From an optimization exercise on the open Yosys and OpenROAD flow, aimed at small area, a short achievable clock period and few clock cycles per item; shortcuts taken in it are not production practice. Where RTL was checked, it was by simulation tests only, not by an equivalence proof against the original.

==> trial 21 <==
// fp_carpma
module fp_carpma(
    input clk_i, rst_i, en_i,
    input [31:0] x1_i, x2_i,
    output [31:0] sonuc_o,
    output done_o
    );
  wire zero = ~|x1_i | ~|x2_i;
  wire [23:0] ma = {1'b1, x1_i[22:0]};
  wire [23:0] mb = {1'b1, x2_i[22:0]};
  reg [1:0] cnt_q;           
  reg [28:0] s_q, c_q;     
  reg cy_q;                  
  reg [7:0] e_q;
  reg sg_q;
  reg z_q;
  wire run = en_i & ~rst_i;
  wire hold = cnt_q[1];
  wire c0 = ~cnt_q[1] & ~cnt_q[0];
  wire c1 = cnt_q[0];
  wire [29:0] pa = {s_q, cy_q};
  wire [29:0] pb = {c_q, cy_q};
  wire [29:0] pg = pa & pb, pp = pa ^ pb;
  wire ag0_1 = pg[1] | (pp[1] & pg[0]);
  wire ap0_1 = pp[1] & pp[0];
  wire ag0_3 = pg[3] | (pp[3] & pg[2]);
  wire ap0_3 = pp[3] & pp[2];
  wire ag0_5 = pg[5] | (pp[5] & pg[4]);
  wire ap0_5 = pp[5] & pp[4];
  wire ag0_7 = pg[7] | (pp[7] & pg[6]);
  wire ap0_7 = pp[7] & pp[6];
  wire ag0_9 = pg[9] | (pp[9] & pg[8]);
  wire ap0_9 = pp[9] & pp[8];
  wire ag0_11 = pg[11] | (pp[11] & pg[10]);
  wire ap0_11 = pp[11] & pp[10];
  wire ag0_13 = pg[13] | (pp[13] & pg[12]);
  wire ap0_13 = pp[13] & pp[12];
  wire ag0_15 = pg[15] | (pp[15] & pg[14]);
  wire ap0_15 = pp[15] & pp[14];
  wire ag0_17 = pg[17] | (pp[17] & pg[16]);
  wire ap0_17 = pp[17] & pp[16];
  wire ag0_19 = pg[19] | (pp[19] & pg[18]);
  wire ap0_19 = pp[19] & pp[18];
  wire ag0_21 = pg[21] | (pp[21] & pg[20]);
  wire ap0_21 = pp[21] & pp[20];
  wire ag0_23 = pg[23] | (pp[23] & pg[22]);
  wire ap0_23 = pp[23] & pp[22];
  wire ag0_25 = pg[25] | (pp[25] & pg[24]);
  wire ap0_25 = pp[25] & pp[24];
  wire ag0_27 = pg[27] | (pp[27] & pg[26]);
  wire ap0_27 = pp[27] & pp[26];
  wire ag0_29 = pg[29] | (pp[29] & pg[28]);
  wire ap0_29 = pp[29] & pp[28];
  wire ag1_3 = ag0_3 | (ap0_3 & ag0_1);
  wire ap1_3 = ap0_3 & ap0_1;
  ...
Settings: LEC_CHECK=0, ABC_AREA=1, CAP_MARGIN=20, CORE_MARGIN=2, CORE_UTILIZATION=40, SETUP_SLACK_MARGIN=4.75, SLEW_MARGIN=20; clock period 10.0 ns.
standard.sh (not shown) runs the stock make flow with config.mk's settings and CLKGATE_MAP_FILE= SYNTH_SCRIPT=/design/flow/synth_recipe.tcl, a recipe that flattens the netlist after the stock synthesis.
==> flow/flow/run.sh <==
#!/bin/bash
set -uo pipefail
export BUFFER_PORTS_ARGS="-buffer_cell sky130_fd_sc_hd__buf_1"
export SYNTH_ARGS="-noabc"
bash standard.sh > flow.log 2>&1
==> trial 18 (differences from trial 21) <==
--- a/flow/design.v
+++ b/flow/design.v
@@ -12,155 +12,17 @@
   reg cy_q;                  
   reg [7:0] e_q;
   reg sg_q;
   reg z_q;
   wire run = en_i & ~rst_i;
   wire hold = cnt_q[1];
   wire c0 = ~cnt_q[1] & ~cnt_q[0];
   wire c1 = cnt_q[0];
-  wire [29:0] pa = {s_q, cy_q};
-  wire [29:0] pb = {c_q, cy_q};
-  wire [29:0] pg = pa & pb, pp = pa ^ pb;
-  wire ag0_1 = pg[1] | (pp[1] & pg[0]);
-  wire ap0_1 = pp[1] & pp[0];
-  wire ag0_3 = pg[3] | (pp[3] & pg[2]);
-  wire ap0_3 = pp[3] & pp[2];
-  wire ag0_5 = pg[5] | (pp[5] & pg[4]);
-  wire ap0_5 = pp[5] & pp[4];
-  wire ag0_7 = pg[7] | (pp[7] & pg[6]);
-  wire ap0_7 = pp[7] & pp[6];
-  wire ag0_9 = pg[9] | (pp[9] & pg[8]);
-  wire ap0_9 = pp[9] & pp[8];
-  wire ag0_11 = pg[11] | (pp[11] & pg[10]);
-  wire ap0_11 = pp[11] & pp[10];
-  wire ag0_13 = pg[13] | (pp[13] & pg[12]);
-  wire ap0_13 = pp[13] & pp[12];
-  wire ag0_15 = pg[15] | (pp[15] & pg[14]);
-  wire ap0_15 = pp[15] & pp[14];
-  wire ag0_17 = pg[17] | (pp[17] & pg[16]);
-  wire ap0_17 = pp[17] & pp[16];
-  wire ag0_19 = pg[19] | (pp[19] & pg[18]);
-  wire ap0_19 = pp[19] & pp[18];
-  wire ag0_21 = pg[21] | (pp[21] & pg[20]);
-  wire ap0_21 = pp[21] & pp[20];
-  wire ag0_23 = pg[23] | (pp[23] & pg[22]);
-  wire ap0_23 = pp[23] & pp[22];
-  wire ag0_25 = pg[25] | (pp[25] & pg[24]);
-  wire ap0_25 = pp[25] & pp[24];
-  wire ag0_27 = pg[27] | (pp[27] & pg[26]);
-  wire ap0_27 = pp[27] & pp[26];
-  wire ag0_29 = pg[29] | (pp[29] & pg[28]);
-  wire ap0_29 = pp[29] & pp[28];
-  wire ag1_3 = ag0_3 | (ap0_3 & ag0_1);
-  wire ap1_3 = ap0_3 & ap0_1;
-  wire ag1_5 = ag0_5 | (ap0_5 & ag0_3);
-  wire ap1_5 = ap0_5 & ap0_3;
-  wire ag1_7 = ag0_7 | (ap0_7 & ag0_5);
-  wire ap1_7 = ap0_7 & ap0_5;
-  wire ag1_9 = ag0_9 | (ap0_9 & ag0_7);
-  wire ap1_9 = ap0_9 & ap0_7;
-  wire ag1_11 = ag0_11 | (ap0_11 & ag0_9);
-  wire ap1_11 = ap0_11 & ap0_9;
-  wire ag1_13 = ag0_13 | (ap0_13 & ag0_11);
-  wire ap1_13 = ap0_13 & ap0_11;
-  wire ag1_15 = ag0_15 | (ap0_15 & ag0_13);
-  wire ap1_15 = ap0_15 & ap0_13;
-  wire ag1_17 = ag0_17 | (ap0_17 & ag0_15);
-  wire ap1_17 = ap0_17 & ap0_15;
-  wire ag1_19 = ag0_19 | (ap0_19 & ag0_17);
-  wire ap1_19 = ap0_19 & ap0_17;
-  wire ag1_21 = ag0_21 | (ap0_21 & ag0_19);
-  wire ap1_21 = ap0_21 & ap0_19;
-  wire ag1_23 = ag0_23 | (ap0_23 & ag0_21);
-  wire ap1_23 = ap0_23 & ap0_21;
-  wire ag1_25 = ag0_25 | (ap0_25 & ag0_23);
-  wire ap1_25 = ap0_25 & ap0_23;
-  wire ag1_27 = ag0_27 | (ap0_27 & ag0_25);
-  wire ap1_27 = ap0_27 & ap0_25;
-  wire ag1_29 = ag0_29 | (ap0_29 & ag0_27);
-  wire ap1_29 = ap0_29 & ap0_27;
-  wire ag2_5 = ag1_5 | (ap1_5 & ag0_1);
-  wire ap2_5 = ap1_5 & ap0_1;
-  wire ag2_7 = ag1_7 | (ap1_7 & ag1_3);
-  wire ap2_7 = ap1_7 & ap1_3;
-  wire ag2_9 = ag1_9 | (ap1_9 & ag1_5);
-  wire ap2_9 = ap1_9 & ap1_5;
-  wire ag2_11 = ag1_11 | (ap1_11 & ag1_7);
-  wire ap2_11 = ap1_11 & ap1_7;
-  wire ag2_13 = ag1_13 | (ap1_13 & ag1_9);
-  wire ap2_13 = ap1_13 & ap1_9;
-  wire ag2_15 = ag1_15 | (ap1_15 & ag1_11);
-  wire ap2_15 = ap1_15 & ap1_11;
-  wire ag2_17 = ag1_17 | (ap1_17 & ag1_13);
-  wire ap2_17 = ap1_17 & ap1_13;
-  wire ag2_19 = ag1_19 | (ap1_19 & ag1_15);
-  wire ap2_19 = ap1_19 & ap1_15;
-  wire ag2_21 = ag1_21 | (ap1_21 & ag1_17);
-  wire ap2_21 = ap1_21 & ap1_17;
-  wire ag2_23 = ag1_23 | (ap1_23 & ag1_19);
-  wire ap2_23 = ap1_23 & ap1_19;
-  wire ag2_25 = ag1_25 | (ap1_25 & ag1_21);
-  wire ap2_25 = ap1_25 & ap1_21;
-  wire ag2_27 = ag1_27 | (ap1_27 & ag1_23);
-  wire ap2_27 = ap1_27 & ap1_23;
-  wire ag2_29 = ag1_29 | (ap1_29 & ag1_25);
-  wire ap2_29 = ap1_29 & ap1_25;
-  wire ag3_9 = ag2_9 | (ap2_9 & ag0_1);
-  wire ap3_9 = ap2_9 & ap0_1;
-  wire ag3_11 = ag2_11 | (ap2_11 & ag1_3);
-  wire ap3_11 = ap2_11 & ap1_3;
-  wire ag3_13 = ag2_13 | (ap2_13 & ag2_5);
-  wire ap3_13 = ap2_13 & ap2_5;
-  wire ag3_15 = ag2_15 | (ap2_15 & ag2_7);
-  wire ap3_15 = ap2_15 & ap2_7;
-  wire ag3_17 = ag2_17 | (ap2_17 & ag2_9);
-  wire ap3_17 = ap2_17 & ap2_9;
-  wire ag3_19 = ag2_19 | (ap2_19 & ag2_11);
-  wire ap3_19 = ap2_19 & ap2_11;
-  wire ag3_21 = ag2_21 | (ap2_21 & ag2_13);
-  wire ap3_21 = ap2_21 & ap2_13;
-  wire ag3_23 = ag2_23 | (ap2_23 & ag2_15);
-  wire ap3_23 = ap2_23 & ap2_15;
-  wire ag3_25 = ag2_25 | (ap2_25 & ag2_17);
-  wire ap3_25 = ap2_25 & ap2_17;
-  wire ag3_27 = ag2_27 | (ap2_27 & ag2_19);
-  wire ap3_27 = ap2_27 & ap2_19;
-  wire ag3_29 = ag2_29 | (ap2_29 & ag2_21);
-  wire ap3_29 = ap2_29 & ap2_21;
-  wire ag4_17 = ag3_17 | (ap3_17 & ag0_1);
-  wire ap4_17 = ap3_17 & ap0_1;
-  wire ag4_19 = ag3_19 | (ap3_19 & ag1_3);
-  wire ap4_19 = ap3_19 & ap1_3;
-  wire ag4_21 = ag3_21 | (ap3_21 & ag2_5);
-  wire ap4_21 = ap3_21 & ap2_5;
-  wire ag4_23 = ag3_23 | (ap3_23 & ag2_7);
-  wire ap4_23 = ap3_23 & ap2_7;
-  wire ag4_25 = ag3_25 | (ap3_25 & ag3_9);
-  wire ap4_25 = ap3_25 & ap3_9;
-  wire ag4_27 = ag3_27 | (ap3_27 & ag3_11);
-  wire ap4_27 = ap3_27 & ap3_11;
-  wire ag4_29 = ag3_29 | (ap3_29 & ag3_13);
-  wire ap4_29 = ap3_29 & ap3_13;
-  wire agf_2 = pg[2] | (pp[2] & ag0_1);
-  wire agf_4 = pg[4] | (pp[4] & ag1_3);
-  wire agf_6 = pg[6] | (pp[6] & ag2_5);
-  wire agf_8 = pg[8] | (pp[8] & ag2_7);
-  wire agf_10 = pg[10] | (pp[10] & ag3_9);
-  wire agf_12 = pg[12] | (pp[12] & ag3_11);
-  wire agf_14 = pg[14] | (pp[14] & ag3_13);
-  wire agf_16 = pg[16] | (pp[16] & ag3_15);
-  wire agf_18 = pg[18] | (pp[18] & ag4_17);
-  wire agf_20 = pg[20] | (pp[20] & ag4_19);
-  wire agf_22 = pg[22] | (pp[22] & ag4_21);
-  wire agf_24 = pg[24] | (pp[24] & ag4_23);
-  wire agf_26 = pg[26] | (pp[26] & ag4_25);
-  wire agf_28 = pg[28] | (pp[28] & ag4_27);
-  wire [29:0] sm = pp ^ {agf_28, ag4_27, agf_26, ag4_25, agf_24, ag4_23, agf_22, ag4_21, agf_20, ag4_19, agf_18, ag4_17, agf_16, ag3_15, agf_14, ag3_13, agf_12, ag3_11, agf_10, ag3_9, agf_8, ag2_7, agf_6, ag2_5, agf_4, ag1_3, agf_2, ag0_1, pg[0], 1'b0};
-  wire [29:0] r1 = sm;
+  wire [29:0] r1 = {s_q, cy_q} + {c_q, cy_q};
   wire [24:0] ra = r1[29:5];
   wire [36:0] rin = ({12'd0, ra} & {37{c1}}) | ({ra, 12'd0} & {37{hold}});
   wire [12:0] lx = {mb[11:0], 1'b0};
   wire [12:0] hx = {mb[23:12], 1'b0};
   wire [5:0] ng, one, two;
   wire q11 = (mb[11] & c0) | (mb[23] & c1);
   genvar g;
   generate for (g = 0; g < 6; g = g + 1) begin : bd
Settings changed: SETUP_SLACK_MARGIN 4.75 to 4.85.
==> impl_metrics.json <==
{
  "status": "complete, no violations",
  "dieHeight_um": 172,
  "fin_crit_sh": 0.508,
  "seq_share": 0.112,
  "layout_min_cycle_time_ps": 5080,
  "synth-xor-area-share": 0.135,
  "vias_per_cell": 5.51,
  "final_nets": 1804,
  "synth-seq-area-share": 0.126,
  "critical_path_buf_inv_count": 4,
  "buffers": 140,
  "drt_wl_total_um": 38100
}
the above is filed under trial 18

==> impl_metrics.json <==
{
  "status": "complete, no violations",
  "layout_min_cycle_time_ps": 5240,
  "buffers": 136,
  "drt_wl_total_um": 36600,
  "synth-xor-area-share": 0.136,
  "fin_crit_sh": 0.524,
  "seq_share": 0.116,
  "critical_path_buf_inv_count": 2,
  "synth-seq-area-share": 0.130
}
the above is filed under trial 21

Testbench counts of trial 18, summed over its fixed seeds: cycles 7,192, items 2,400.
No functional check of the RTL was part of trial 21.

==> run a <==
fp_carpma, a different RTL version from the one above (not shown whole).
==> flow/config.mk <==
export PLATFORM = sky130hd
export DESIGN_NAME = fp_carpma
export DESIGN_NICKNAME = fp_carpma
export VERILOG_FILES = /design/flow/design.v
export SDC_FILE = /design/flow/constraint.sdc
export NUM_CORES = 4
export LEC_CHECK = 0
export ABC_AREA = 1
export CAP_MARGIN = 20
export CORE_MARGIN = 2
export CORE_UTILIZATION = 40
export SETUP_SLACK_MARGIN = 5
export SLEW_MARGIN = 20
==> flow/constraint.sdc <==
create_clock -name core_clock -period 10.0 [get_ports {clk_i}]
set_input_delay 2.0000 -clock core_clock [delete_from_list [all_inputs] [get_ports {clk_i}]]
set_output_delay 2.0000 -clock core_clock [all_outputs]
set_load 0.01 [all_outputs]
run.sh (not shown) runs the stock make flow with config.mk's settings and CLKGATE_MAP_FILE= SYNTH_SCRIPT=/design/flow/synth_recipe.tcl, a recipe that flattens the netlist after the stock synthesis.
Stock flow here: none of the scripts above is used.
==> run b: changes against run a <==
--- a/flow/design.v
+++ b/flow/design.v
@@ -2,14 +2,13 @@
     input clk_i, rst_i, en_i,
     input [31:0] x1_i, x2_i,
     output [31:0] sonuc_o,
     output done_o
     );
-  wire nz1 = |x1_i;
-  wire nz2 = |x2_i;
-  wire [23:0] ma = {nz1, x1_i[22:0]};
-  wire [23:0] mb = {nz2, x2_i[22:0]};
+  wire zero = ~|x1_i | ~|x2_i;
+  wire [23:0] ma = {1'b1, x1_i[22:0]};
+  wire [23:0] mb = {1'b1, x2_i[22:0]};
   wire [25:0] bx = {2'b00, mb};
   wire [11:0] ng, one, two;
   genvar g;
   generate for (g = 0; g < 12; g = g + 1) begin : bd
     wire b0 = (g == 0) ? 1'b0 : bx[2*g-1];
@@ -631,22 +630,24 @@
   wire [12:0] lo_sum = ts[12-1:0] + tc[12-1:0];
   reg [35:0] s_q, c_q;
   reg cy_q;
   reg [7:0] e_q;
   reg sg_q;
+  reg z_q;
   reg done_q;
   always @(posedge clk_i) begin
     s_q <= ts[47:12];
     c_q <= tc[47:12];
     cy_q <= lo_sum[12];
-    e_q <= (nz1 & nz2) ? (x1_i[30:23] + x2_i[30:23] + 8'd129) : 8'd0;
-    sg_q <= nz1 & nz2 & (x1_i[31] ^ x2_i[31]);
+    e_q <= x1_i[30:23] + x2_i[30:23] + 8'd129;
+    sg_q <= x1_i[31] ^ x2_i[31];
+    z_q <= zero;
     done_q <= en_i & ~rst_i;
   end
   wire [36:0] r1 = {s_q, cy_q} + {c_q, cy_q};
   wire [24:0] r = r1[36:12];
   wire [22:0] man = r[24] ? r[23:1] : r[22:0];
   wire [7:0] e_inc = e_q + 8'd1;
   wire [7:0] e = r[24] ? e_inc : e_q;
-  assign sonuc_o = {sg_q, e, man};
+  assign sonuc_o = {sg_q, e, man} & {32{~z_q}};
   assign done_o = done_q;
 endmodule
==> flow/flow/run.sh (new file) <==
#!/bin/bash
set -uo pipefail
export BUFFER_PORTS_ARGS="-buffer_cell sky130_fd_sc_hd__buf_4"
export SYNTH_ARGS="-noabc"
bash standard.sh > flow.log 2>&1
==> flow/standard.sh (new file) <==
#!/bin/bash
# synth_recipe.tcl (not shown) runs the flow's synth.tcl, then flattens the netlist and writes it again
# the make line also repeats each setting of config.mk as NAME=value (left out here)
make -C /OpenROAD-flow-scripts/flow DESIGN_CONFIG=/design/flow/config.mk WORK_HOME=/design/flow/orfs CLKGATE_MAP_FILE= SYNTH_SCRIPT=/design/flow/synth_recipe.tcl "${@:-finish}"
SETUP_SLACK_MARGIN = 4.75   (was 5)
removed: flow/run.sh
==> comparison table <==
metric	run a	run b
Status	no timing/DRC/antenna violations	no timing/DRC/antenna violations
Number of standard cells in the final layout excluding fillers	3,144	2,619
Finished Core Util	56.1%	48.9%
Buffer share of cell area	15.7%	9.17%
Area of combinational cells with multiple inputs	15,600 um^2	14,400 um^2
Simple-gate share of the synthesized area	15.2%	14.6%
Total routing resource utilization after global routing	32.9%	26.9%
Violation count after the first detailed-route iteration	2,148	1,722
Post-CTS Setup Inserts	128	32
Hold-critical path endpoint	s_q[35]	done_q
Count of filler cells inserted in the layout	3,897	3,838
Total routed wire length on the met1 layer	28.9 mm	24.1 mm
Final GP Congestion	0.918	0.908
Function was not checked in any run of this note: the RTL went through the layout flow alone.

## separate check: timing with driven ports
Ports are ideal in the flow. The routed layouts listed here were re-timed in OpenROAD.
Step 1 (the two cells are an assumption about what drives the block):
set clk [get_ports {clk_i}]
set_driving_cell -lib_cell sky130_fd_sc_hd__clkbuf_16 $clk
set_driving_cell -lib_cell sky130_fd_sc_hd__buf_2 [delete_from_list [all_inputs] $clk]
Step 2 adds t to the input delays and takes it off the output delays; t is the mean of the earliest and latest rising clock arrival at the registers after step 1. Input paths then give back, and output paths get back, about the clock's delay inside the block.
Three values: no drivers, after step 1, after step 2; two values: the first two.
run | shift t [ns] | setup slack, ns | worst setup path at the end | pins driven straight from the clock port
trial 21 | 0.403 | 4.759 / 4.710 / 4.507 | input to register | 1
trial 18 | 0.385 | 4.924 / 4.949 / 4.564 | input to register | 1
run a | 0.415 | 4.213 / 4.217 / 3.802 | input to register | 1
run b | 0.403 | 4.643 / 4.604 / 4.201 | input to register | 1
After both steps setup and hold are still met in every run listed. The setup slack of run b, which loses most, moves by -0.039 ns with the drivers and by -0.442 ns with both steps.
